This is an optimization exercise on Yosys and OpenROAD, whose aim is small area, not a production implementation.
Only simulation tests tie the RTL to the original design; equivalence was not proved.
No activity file was given, so power comes from the tool's default toggle rates.

<file path="constraint.sdc">
create_clock -name core_clock -period 25.0 [get_ports {i_clk}]
set_input_delay 5.0000 -clock core_clock [delete_from_list [all_inputs] [get_ports {i_clk}]]
set_output_delay 5.0000 -clock core_clock [all_outputs]
set_load 0.01 [all_outputs]
</file>
<file path="config.mk">
export PLATFORM = sky130hd
export DESIGN_NAME = LED_flow
export DESIGN_NICKNAME = LED_flow
export VERILOG_FILES = /design/flow/design.v
export SDC_FILE = /design/flow/constraint.sdc
export NUM_CORES = 4
export LEC_CHECK = 0
export CAP_MARGIN = 20
export CORE_MARGIN = 2
export CORE_UTILIZATION = 40
export PLACE_DENSITY = 0.6
export SLEW_MARGIN = 20
</file>
<file path="run.sh">
#!/bin/bash
# synth_recipe.tcl (not shown) runs the flow's synth.tcl, then flattens the netlist and writes it again
# the make line also repeats each setting of config.mk as NAME=value (left out here)
make -C /OpenROAD-flow-scripts/flow DESIGN_CONFIG=/design/flow/config.mk WORK_HOME=/design/flow/orfs CLKGATE_MAP_FILE= SYNTH_SCRIPT=/design/flow/synth_recipe.tcl finish
</file>
<file path="design.v">
`timescale 1ns / 1ps
module LED_flow(
  input      i_clk,                     
  input      i_rst_n,                   
  input      pause,                     
  output reg [6:0] keyboard_val,        
  output reg [7:0] keyboard             
 );
reg [1:0] cnt2;                         
reg [3:0] flag;                         
reg [23:0] flag_time;                   
reg key_clk_sec;                        
reg key_clk_sec_d;
reg [1:0] cnt;                          
reg key_clk_d;
wire key_clk  = cnt[1];                 
wire sec_tick = key_clk_sec & ~key_clk_sec_d;
wire scan_tick = key_clk & ~key_clk_d;
always @ (posedge i_clk)
   begin
     if (i_rst_n) begin
         cnt <= 2'd0;
         cnt2 <= 2'd0;
         key_clk_sec <= 1'b0;
         key_clk_sec_d <= 1'b0;
         key_clk_d <= 1'b0;
     end else begin
         cnt <= cnt + 1'b1;
         cnt2 <= (cnt2 + 1'b1) % 2'd3;
         if(cnt2 < 2'd1)
             key_clk_sec <= 1'b1;
         else
             key_clk_sec <= 1'b0;
         key_clk_sec_d <= key_clk_sec;
         key_clk_d <= key_clk;
     end
   end
always @ (posedge i_clk)
  begin
    if (i_rst_n)
        flag_time <= 24'b0;
    else if(sec_tick && !pause)
        flag_time <= (flag_time + 1'b1) % 24'd8640000;
  end
always @ (posedge i_clk)
  if (i_rst_n) begin
    flag <= 4'd0;
    keyboard <= 8'b1111_1111;
    keyboard_val <= 7'b1111111;
  end else if (scan_tick)
  begin
    flag <= (flag + 1'b1) % 4'd8;
    case(flag)
       4'h0:begin
                keyboard <= 8'b0111_1111;    
                case((flag_time / 19'd360000) / 4'd10)
                4'd0:keyboard_val <= 7'b0000001;
                4'd1:keyboard_val <= 7'b1001111;
                4'd2:keyboard_val <= 7'b0010010;
                4'd3:keyboard_val <= 7'b0000110;
                4'd4:keyboard_val <= 7'b1001100;
                4'd5:keyboard_val <= 7'b0100100;
                4'd6:keyboard_val <= 7'b0100000;
                4'd7:keyboard_val <= 7'b0001111;
                4'd8:keyboard_val <= 7'b0000000;
                4'd9:keyboard_val <= 7'b0001100;
                endcase
            end
       4'h1:begin
                keyboard <= 8'b1011_1111;    
                case((flag_time / 19'd360000) % 4'd10)
                4'd0:keyboard_val <= 7'b0000001;
                4'd1:keyboard_val <= 7'b1001111;
                4'd2:keyboard_val <= 7'b0010010;
                4'd3:keyboard_val <= 7'b0000110;
                4'd4:keyboard_val <= 7'b1001100;
                4'd5:keyboard_val <= 7'b0100100;
                4'd6:keyboard_val <= 7'b0100000;
                4'd7:keyboard_val <= 7'b0001111;
                4'd8:keyboard_val <= 7'b0000000;
                4'd9:keyboard_val <= 7'b0001100;
                endcase
            end
       4'h2:begin
                keyboard <= 8'b1101_1111;    
                case(((flag_time / 13'd6000) % 6'd60) / 4'd10)
                4'd0:keyboard_val <= 7'b0000001;
                4'd1:keyboard_val <= 7'b1001111;
                4'd2:keyboard_val <= 7'b0010010;
                4'd3:keyboard_val <= 7'b0000110;
                4'd4:keyboard_val <= 7'b1001100;
                4'd5:keyboard_val <= 7'b0100100;
                4'd6:keyboard_val <= 7'b0100000;
                4'd7:keyboard_val <= 7'b0001111;
                4'd8:keyboard_val <= 7'b0000000;
                4'd9:keyboard_val <= 7'b0001100;
                endcase
            end
       4'h3:begin
                keyboard <= 8'b1110_1111;    
                case(((flag_time / 13'd6000) % 6'd60) % 4'd10)
                4'd0:keyboard_val <= 7'b0000001;
                4'd1:keyboard_val <= 7'b1001111;
                4'd2:keyboard_val <= 7'b0010010;
                4'd3:keyboard_val <= 7'b0000110;
                4'd4:keyboard_val <= 7'b1001100;
                4'd5:keyboard_val <= 7'b0100100;
                4'd6:keyboard_val <= 7'b0100000;
                4'd7:keyboard_val <= 7'b0001111;
                4'd8:keyboard_val <= 7'b0000000;
                4'd9:keyboard_val <= 7'b0001100;
                endcase
            end
       4'h4:begin
                keyboard <= 8'b1111_0111;    
                case(((flag_time / 7'd100) % 6'd60) / 4'd10)
                4'd0:keyboard_val <= 7'b0000001;
                4'd1:keyboard_val <= 7'b1001111;
                4'd2:keyboard_val <= 7'b0010010;
                4'd3:keyboard_val <= 7'b0000110;
                4'd4:keyboard_val <= 7'b1001100;
                4'd5:keyboard_val <= 7'b0100100;
                4'd6:keyboard_val <= 7'b0100000;
                4'd7:keyboard_val <= 7'b0001111;
                4'd8:keyboard_val <= 7'b0000000;
                4'd9:keyboard_val <= 7'b0001100;
                endcase
            end
       4'h5:begin
                keyboard <= 8'b1111_1011;    
                case(((flag_time / 7'd100) % 6'd60) % 4'd10)
                4'd0:keyboard_val <= 7'b0000001;
                4'd1:keyboard_val <= 7'b1001111;
                4'd2:keyboard_val <= 7'b0010010;
                4'd3:keyboard_val <= 7'b0000110;
                4'd4:keyboard_val <= 7'b1001100;
                4'd5:keyboard_val <= 7'b0100100;
                4'd6:keyboard_val <= 7'b0100000;
                4'd7:keyboard_val <= 7'b0001111;
                4'd8:keyboard_val <= 7'b0000000;
                4'd9:keyboard_val <= 7'b0001100;
                endcase
            end
       4'h6:begin
                keyboard <= 8'b1111_1101;    
                case((flag_time % 7'd100)/4'd10)
                4'd0:keyboard_val <= 7'b0000001;
                4'd1:keyboard_val <= 7'b1001111;
                4'd2:keyboard_val <= 7'b0010010;
                4'd3:keyboard_val <= 7'b0000110;
                4'd4:keyboard_val <= 7'b1001100;
                4'd5:keyboard_val <= 7'b0100100;
                4'd6:keyboard_val <= 7'b0100000;
                4'd7:keyboard_val <= 7'b0001111;
                4'd8:keyboard_val <= 7'b0000000;
                4'd9:keyboard_val <= 7'b0001100;
                endcase
            end
       4'h7:begin
                keyboard <= 8'b1111_1110;    
                case(flag_time % 4'd10)
                4'd0:keyboard_val <= 7'b0000001;
                4'd1:keyboard_val <= 7'b1001111;
                4'd2:keyboard_val <= 7'b0010010;
                4'd3:keyboard_val <= 7'b0000110;
                4'd4:keyboard_val <= 7'b1001100;
                4'd5:keyboard_val <= 7'b0100100;
                4'd6:keyboard_val <= 7'b0100000;
                4'd7:keyboard_val <= 7'b0001111;
                4'd8:keyboard_val <= 7'b0000000;
                4'd9:keyboard_val <= 7'b0001100;
                endcase
            end
    endcase
  end
endmodule
</file>
==> flow_summary_export.csv, run 1 <==
group,metric,value,unit
yosys,syn_nets,3867,
clocking,htree_levels,2,
yosys,synth_area_leaders,"xnor2_1 (7.9%), nor2_1 (6.1%), nand2_1 (5.8%)",
grt,grt_max_degree,49,
floorplanning,fp.dieW,254,um
worst_hold_path,holdPathStages,1,
clocking,clk_path_buf_depth,2,
yosys,synth_top_cell_by_area,"xnor2_1",
run,drv_cap,0,
critical_path,r2r_end,"keyboard_val[0]$_SDFFE_PP1P_",
grt,antenna_found_initial,0,
yosys,ys_seq_area_frac,0.0384,
power,switching_share,0.630,
floorplanning,dieArea,0.0646,mm2
critical_path,r2r_setup_slack,1.37,ns
yosys,yosysMostFrequentCell,"nor2_1",
power,p_leak,9.02,nW
cells_and_area,n_antenna_cell,0,
place,dp_hpwl,64.5,mm
critical_path,cp_slowest_stage_delay,0.82,ns
floorplanning,start_util,0.405,
yosys,avgSynthCellArea,6.52,um2
cells_and_area,area_growth,5.54,%
yosys,synth_common_cells,"nor2_1 (404), nand2_1 (389), a21oi_1 (278)",
power,p_seq_frac,0.025,
critical_path,cp_data_required_time,25.18,ns
routing,route.detailed.drc,0,
critical_path,end_kind,"flop",
grt,grt_overflow,0,
clocking,clkLatencyLatePin,0.31,ns
yosys,yosysWarnings,1,
critical_path,reg2reg_from,"flag_time[20]$_SDFFE_PP0P_",
clocking,cts_tree,"yes",
yosys,synthesis.area,0.0250,mm2
sta,clock_skew,0.0120,ns
sta,setup_viol,0,
sta,worstMarginPinSlew,1.09,ns
clocking,cts-root-buf,"clkbuf_16",
worst_hold_path,min_path_type,"reg -> reg",
critical_path,cp_max_fo,20,
yosys,synth-edff-count,0,
floorplanning,fp-row-count,91,
critical_path,reg2reg_depth,70,
cells_and_area,instances_no_fill,4572,
power,power_frac_clock,0.023,
sta,finalSetupTns,0,ns
power,internal_power,1.22,mW
yosys,yosys.cell_types.count,152,
grt,grt_pass1_vias,26500,
sta,fmax,42.3,MHz
yosys,synth-seq-cells,48,
yosys,syn_inst,3840,
routing,via_count,29800,
yosys,synth_top_cell_area_share,0.0787,
clocking,numClockSinks,48,
floorplanning,die_h,254,um
critical_path,crit_type,"reg -> reg",
power,p_total,3.29,mW
place,gp_congestion,0.959,
routing,drt-total-wl,84.5,mm
place,io_buffers,17,
sta,hold_viol,0,
power,ir_drop,0.125,mV
routing,ant_nets,0,
critical_path,critPathLaunchType,"flop",
sta,drv_slew,0,
critical_path,crit_arrival,23.81,ns
grt,grtUsageTotal,0.248,
yosys,synth_flop_cell,"dfxtp_1",
routing,dr.pass1.iters,6,
place,dp.cells,4559,
routing,drt_iter0_drc,3276,
floorplanning,core_area,0.0618,mm2
power,switchingPower,2.07,mW
critical_path,slowest_stage,"o41ai_2",
routing,vias_per_cell,6.52,
worst_hold_path,hold_path_startpoint,"cnt2[1]$_SDFF_PP0_",
clocking,cts_buffers,5,
worst_hold_path,min_to,"cnt2[1]$_SDFF_PP0_",
power,power.density,124,mW/mm2
sta,fin_crit,23.63,ns
floorplanning,ioPinCount,18,
cells_and_area,fin_nets,3761,
clocking,clk_pin_slew_worst_paths,0.08,ns
yosys,ys_async_sr_fraction,0,
outcome,status,"timing/DRC/antenna clean",
power,pwr-share-comb,0.952,
sta,period_share,0.945,
routing,routedWlPerCell,18.5,um
sta,relSlewSlack,0.273,
cells_and_area,drive_gt1_frac,0.106,
grt,grt_pass1_wl,137,mm
-- how the worst max path moves through the flow --
stage | start | end | slack [ns] | cells after the start
5_1_grt | flag_time[18]$_SDFFE_PP0P_ | keyboard_val[0]$_SDFFE_PP1P_ | -0.001 | 73
2_1_floorplan | flag_time[20]$_SDFFE_PP0P_ | keyboard_val[6]$_SDFFE_PP1P_ | 5.12 | 76
6_report | flag_time[20]$_SDFFE_PP0P_ | keyboard_val[0]$_SDFFE_PP1P_ | 1.37 | 70
3_5_place_dp | flag_time[22]$_SDFFE_PP0P_ | keyboard_val[5]$_SDFFE_PP1P_ | 0.59 | 68
4_1_cts | flag_time[22]$_SDFFE_PP0P_ | keyboard_val[5]$_SDFFE_PP1P_ | 0.38 | 68
3_3_place_gp | flag_time[22]$_SDFFE_PP0P_ | keyboard_val[0]$_SDFFE_PP1P_ | 1.08 | 69
-- repair_timing --
| action | CTS | global route |
|---|---|---|
| endpoints found under the setup margin | 0 | 7 |
| hold buffers | 0 | 0 |
| gates resized for setup | 0 | 55 |
| setup buffers | 0 | 4 |
-- cells by family (layout without fill, tap and decap cells) --
| group | count (synthesis) | count (layout) | synth area share |
|---|---|---|---|
| AO/OA/AOI/OAI | 1380 | 1381 | 0.403 |
| buffers and inverters | 346 | 240 | 0.0586 |
| adder cells (fa/ha/maj) | 55 | 55 | 0.0244 |
| flip-flops | 48 | 48 | 0.0384 |
| AND/OR/NAND/NOR | 1622 | 1622 | 0.329 |
| XOR/XNOR | 293 | 293 | 0.106 |
| multiplexers | 96 | 96 | 0.0408 |
-- cell usage in the layout, fill, tap and decap left out, types with 18 or more instances in the layout --
master	instances
a21o_1	40
a21boi_0	20
a221oi_1	28
nand4_1	58
inv_1	106
a211oi_1	61
xor2_1	59
o221ai_1	19
o21bai_1	20
mux2i_1	60
o211ai_1	62
nor2b_1	38
and3_1	49
dfxtp_1	44
nor3_1	145
buf_4	99
maj3_1	30
xnor2_1	216
nor4_1	38
a32oi_1	18
or3_1	58
a31oi_1	74
o21ai_0	223
nand2b_1	36
nand3_1	139
nand2_1	389
o22ai_1	45
nor2_1	402
o21ai_1	38
a311oi_1	19
a211o_1	18
mux2_2	25
and2_1	58
o21a_1	32
ha_1	24
nor3b_1	21
or2_2	42
o31ai_1	30
a21oi_1	278
-- per-layer routing --
| metal | track usage | up-vias | wire, um |
|---|---|---|---|
| met1 | 0.342 | 14100 | 38600 |
| met2 | 0.422 | 1130 | 39700 |
| met5 | 0 | - | 0 |
| li1 | - | 14500 | - |
| met3 | 0.0179 | 150 | 4620 |
| met4 | 0.0524 | 0 | 1600 |
-- power by group through the flow --
| stage | Combinational, mW | Clock [mW] | Sequential, mW |
|---|---|---|---|
| finish | 3.13 | 0.0756 | 0.0824 |
| global route | 3.42 | 0.0793 | 0.0829 |
| CTS | 3.04 | 0.0771 | 0.0826 |
| detailed placement | 3.03 | 0 | 0.0843 |
| global placement | 3.03 | 0 | 0.0843 |
| floorplan | 2.34 | 0 | 0.0842 |
-- flip-flops by register name (all words and copies together), names as in the netlist --
signal and count:
key_clk_d 1, key_clk_sec_d 1, flag 3, keyboard 8, cnt 2, keyboard_val 7
cnt2 2, flag_time 24
-- stage by stage --
stage	cell area (um2)	utilization	hold slack (ns)	setup WS (ns)
after floorplan	25000	-	0.399	5.12
after detailed placement	26000	0.420	0.413	0.593
after global routing	26400	0.428	0.439	-0.00122
after CTS	26100	0.422	0.425	0.384
final	26400	0.428	0.423	1.37
after global placement	25900	0.420	0.407	1.08
-- critical path, delay by kind of cell (launching register included) --
family / cells / cell delay [ns]
multiplexers: 6 / 1.80
adder cells (fa/ha/maj): 1 / 0.29
XOR/XNOR: 3 / 0.75
AO/OA/AOI/OAI: 32 / 10.61
buffers and inverters: 5 / 1.26
AND/OR/NAND/NOR: 23 / 8.02
flip-flops: 1 / 0.73
-- layout make-up --
type / instances / area [um2]
Clock inverter: 1 / 7.51
Fill cell: 6626 / 35400
Sequential cell: 48 / 971
Clock buffer: 7 / 143
Timing Repair Buffer: 116 / 913
Tap cell: 837 / 1050
Inverter: 116 / 435
Multi-Input combinational cell: 3447 / 22900
==> run 2: changes to the inputs <==
==> design.v (replaced) <==
`timescale 1ns / 1ps
module LED_flow(
  input        i_clk,
  input        i_rst_n,                 
  input        pause,
  output [6:0] keyboard_val,
  output [7:0] keyboard
);
reg [1:0] tb;
wire tick = tb[0];
reg [1:0] c;
reg [2:0] f;
wire scan = c[1] & c[0];
reg [3:0] h0, h1, s0, m0, H0;
reg [2:0] s1, m1;
reg [1:0] H1;
reg [3:0] v;
wire en   = tick & ~pause;
wire h0w  = h0[3] & h0[0];              
wire h1w  = h1[3] & h1[0];
wire s0w  = s0[3] & s0[0];
wire s1w  = s1[2] & s1[0];              
wire m0w  = m0[3] & m0[0];
wire m1w  = m1[2] & m1[0];
wire Hw   = H1[1] & H0[1] & H0[0];      
wire H0w  = H0[3] & H0[0];
wire e_h1 = en & h0w;
wire e_s0 = e_h1 & h1w;
wire e_s1 = e_s0 & s0w;
wire e_m0 = e_s1 & s1w;
wire e_m1 = e_m0 & m0w;
wire e_H  = e_m1 & m1w;
always @(posedge i_clk) begin
  if (i_rst_n) begin
    tb <= 2'b00;
    c  <= 2'd1;
    f  <= 3'd0;
    v  <= 4'hF;
    h0 <= 4'd0; h1 <= 4'd0; s0 <= 4'd0; s1 <= 3'd0;
    m0 <= 4'd0; m1 <= 3'd0; H0 <= 4'd0; H1 <= 2'd0;
  end else begin
    tb <= {tb[0], ~(tb[1] | tb[0])};
    {f, c} <= {f, c} + 1'b1;
    if (scan)
      case (f)
        3'd0: v <= {2'b00, H1};
        3'd1: v <= H0;
        3'd2: v <= {1'b0, m1};
        3'd3: v <= m0;
        3'd4: v <= {1'b0, s1};
        3'd5: v <= s0;
        3'd6: v <= h1;
        3'd7: v <= h0;
      endcase
    if (en)   h0 <= h0w ? 4'd0 : h0 + 1'b1;
    if (e_h1) h1 <= h1w ? 4'd0 : h1 + 1'b1;
    if (e_s0) s0 <= s0w ? 4'd0 : s0 + 1'b1;
    if (e_s1) s1 <= s1w ? 3'd0 : s1 + 1'b1;
    if (e_m0) m0 <= m0w ? 4'd0 : m0 + 1'b1;
    if (e_m1) m1 <= m1w ? 3'd0 : m1 + 1'b1;
    if (e_H) begin
      if (Hw) begin
        H0 <= 4'd0; H1 <= 2'd0;
      end else if (H0w) begin
        H0 <= 4'd0; H1 <= H1 + 1'b1;
      end else
        H0 <= H0 + 1'b1;
    end
  end
end
wire blank = v[3] & v[2];
wire [2:0] shown = f - 1'b1;
assign keyboard = blank ? 8'hFF : ~(8'h80 >> shown);
wire [111:0] seg_tbl = {
  7'b1111111, 7'b1111111, 7'b1111111, 7'b1111111, 7'b1111111, 7'b1111111,
  7'b0001100, 7'b0000000, 7'b0001111, 7'b0100000, 7'b0100100,
  7'b1001100, 7'b0000110, 7'b0010010, 7'b1001111, 7'b0000001};
assign keyboard_val = seg_tbl[v*7 +: 7];
endmodule
==> flow_summary_export.csv, run 2 <==
group,metric,value,unit
critical_path,endpoint,"keyboard[1]",
sta,hold_viol,0,
place,post-place-ws,18.16,ns
cells_and_area,num-fill-cells,555,
routing,drt_iter0_drc,124,
cells_and_area,final_common_cell,"dfxtp_1",
grt,grt_max_degree,39,
routing,vias_per_cell,5.41,
yosys,syn_nets,296,
sta,period_share,0.286,
routing,dr.pass1.iters,5,
clocking,cts_tree,"yes",
grt,grt_overflow,0,
yosys,synth_flop_cell,"dfxtp_1",
clocking,clkLatencyLatePin,0.29,ns
sta,worstMarginPinSlew,0.810,ns
yosys,yosys.cell_types.count,47,
critical_path,r2r_setup_slack,23.09,ns
place,io_buffers,17,
cells_and_area,area_growth,12.1,%
clocking,numClockSinks,39,
yosys,synth_top_cell_by_area,"dfxtp_1",
cells_and_area,seq_area,781,um2
cells_and_area,postLayoutCellArea,0.00254,mm2
floorplanning,ioPinCount,18,
critical_path,path_cells,"inv_1 > a21oi_1 > nand3_1 > clkdlybuf4s50_1",
power,ir_drop,0.0256,mV
floorplanning,start_util,0.412,
critical_path,crit_type,"reg -> out",
clocking,cts-root-buf,"clkbuf_8",
grt,antenna_found_initial,0,
yosys,yosysMostFrequentCell,"dfxtp_1",
routing,routedWlPerCell,13.2,um
sta,finalSetupTns,0,ns
clocking,clk_pin_slew_worst_paths,0.07,ns
clocking,clk_path_buf_depth,2,
grt,grtUsageTotal,0.168,
grt,grt_pass1_wl,8.45,mm
cells_and_area,multi_input_area,0.00138,mm2
yosys,avgSynthCellArea,8.11,um2
worst_hold_path,min_path_type,"reg -> reg",
critical_path,crit_arrival,2.16,ns
floorplanning,die_h,79.3,um
grt,use_met3,0.0341,
critical_path,critPathLaunchType,"flop",
cells_and_area,n_antenna_cell,0,
grt,grt-busiest-layer,"met2",
cells_and_area,fin_nets,304,
routing,via_count,1954,
floorplanning,core_area,0.00551,mm2
cells_and_area,drive_gt1_frac,0.0588,
clocking,cts_setup_buffers,0,
yosys,synth-edff-count,0,
clocking,cts_buffers,5,
clocking,htree_levels,2,
yosys,ys_seq_area_frac,0.344,
yosys,synth_area_leaders,"dfxtp_1 (34%), ha_1 (7.2%), o21ai_0 (6.0%)",
sta,fin_crit,7.16,ns
power,power.density,49.3,mW/mm2
clocking,cts-resized-gates,0,
yosys,syn_inst,280,
critical_path,r2r_end,"v[1]$_SDFFE_PP1P_",
critical_path,end_kind,"output pin",
critical_path,cp_data_required_time,20.00,ns
place,dp_hpwl,3.36,mm
routing,drt-total-wl,4.76,mm
yosys,synth_top_cell_area_share,0.344,
place,dp.cells,353,
sta,clock_skew,0.00602,ns
place,placed_cell_area,0.00246,mm2
sta,holdWs,0.389,ns
grt,use_met1,0.216,
routing,route.detailed.drc,0,
place,gp_congestion,0.780,
cells_and_area,final_cell_mix,"dfxtp_1 (39), nand2_1 (29), o21ai_0 (27)",
routing,ant_nets,0,
critical_path,slowest_stage,"dfxtp_1",
sta,drv_slew,0,
power,p_total,0.125,mW
grt,grt_pass1_vias,1840,
yosys,synthesis.area,0.00227,mm2
sta,fmax,140,MHz
critical_path,cp_slowest_stage_delay,0.73,ns
cells_and_area,instances_no_fill,361,
critical_path,reg2reg_from,"f[0]$_SDFF_PP0_",
sta,relSlewSlack,0.459,
floorplanning,dieArea,0.00629,mm2
floorplanning,fp.dieW,79.3,um
grt,met2_usage,0.275,
cells_and_area,fin_util,0.462,
yosys,yosysWarnings,1,
sta,setup_viol,0,
outcome,status,"timing/DRC/antenna clean",
sta,fin_ws,17.84,ns
run,drv_cap,0,
critical_path,cp_max_fo,19,
critical_path,reg2reg_depth,3,
power,p_leak,0.920,nW
sta,rsz0062_at_grt,"false",
yosys,synth-seq-cells,39,
floorplanning,fp-row-count,27,
yosys,synth_common_cells,"dfxtp_1 (39), nand2_1 (29), o21ai_0 (27)",
yosys,ys_async_sr_fraction,0,
critical_path,startpoint,"f[1]$_SDFF_PP0_",
clocking,hold_buffers,0,
## run 2: worst max-delay path: cells and delay by family, from the launching register on
family	cells	cell delay, ns
simple gates	1	0.11
flops	1	0.73
buf+inv	2	0.73
compound gates	1	0.30
## run 2: where the power goes
group          total (mW)  internal, mW  switching [mW]
combinational      0.0161       0.00833         0.00778
sequential         0.0681        0.0639         0.00427
clock              0.0412        0.0196          0.0216
total               0.125        0.0918          0.0336
## run 2: worst min-delay path by stage
stage | from | cells after the start | to | slack, ns
3_3_place_gp | tb[1]$_SDFF_PP0_ | 1 | tb[0]$_SDFF_PP0_ | 0.38
3_5_place_dp | tb[1]$_SDFF_PP0_ | 1 | tb[0]$_SDFF_PP0_ | 0.38
4_1_cts | tb[1]$_SDFF_PP0_ | 1 | tb[0]$_SDFF_PP0_ | 0.39
2_1_floorplan | tb[1]$_SDFF_PP0_ | 1 | tb[0]$_SDFF_PP0_ | 0.37
5_1_grt | tb[1]$_SDFF_PP0_ | 1 | tb[0]$_SDFF_PP0_ | 0.40
6_report | tb[1]$_SDFF_PP0_ | 1 | tb[0]$_SDFF_PP0_ | 0.39
## run 2: kinds of logic (layout without fill, tap and decap cells)
kind of cell,count (synthesis),count (layout),share of synthesized area
AO/OA/AOI/OAI,70,70,0.179
flip-flops,39,39,0.344
adder cells (fa/ha/maj),13,13,0.0717
multiplexers,9,9,0.0458
AND/OR/NAND/NOR,111,111,0.266
XOR/XNOR,12,12,0.0463
buffers and inverters,26,35,0.0474
## run 2: layout make-up
cell class              count  area share
multi-input cells         215       0.543
repair buffers             18      0.0698
clock inverters             1     0.00197
inverters                   9      0.0133
well taps                  72      0.0354
clock buffers               7      0.0300
flip-flops and latches     39       0.307
## run 2: per-layer routing
layer / vias up / share of wire
met3: 10 / 0.041
li1: 1010 / -
met4: 0 / 0.018
met1: 894 / 0.50
met2: 40 / 0.44
met5: - / 0

-- re-timing with driven ports --
The flow's constraints put no driver on any port. The routed layouts listed below were extracted and timed again, unchanged, in two steps. Step 1 assumes that a clkbuf_16 drives the clock port and a buf_2 every other input. Step 2 adds t to the input delays and takes it off the output delays; t is the mean of the earliest and latest rising clock arrival at the registers after step 1. Input paths then give back, and output paths get back, about the clock's delay inside the block. Three values: no drivers, after step 1, after step 2; two values: the first two.
| run | t (ns) | setup slack, ns | pins driven straight from the clock port |
|---|---|---|---|
| run 1 | 0.349 | 1.366 / 1.366 / 1.366 | 1 |
| run 2 | 0.315 | 17.838 / 17.811 / 18.126 | 1 |
After both steps setup and hold are still met in every run listed.
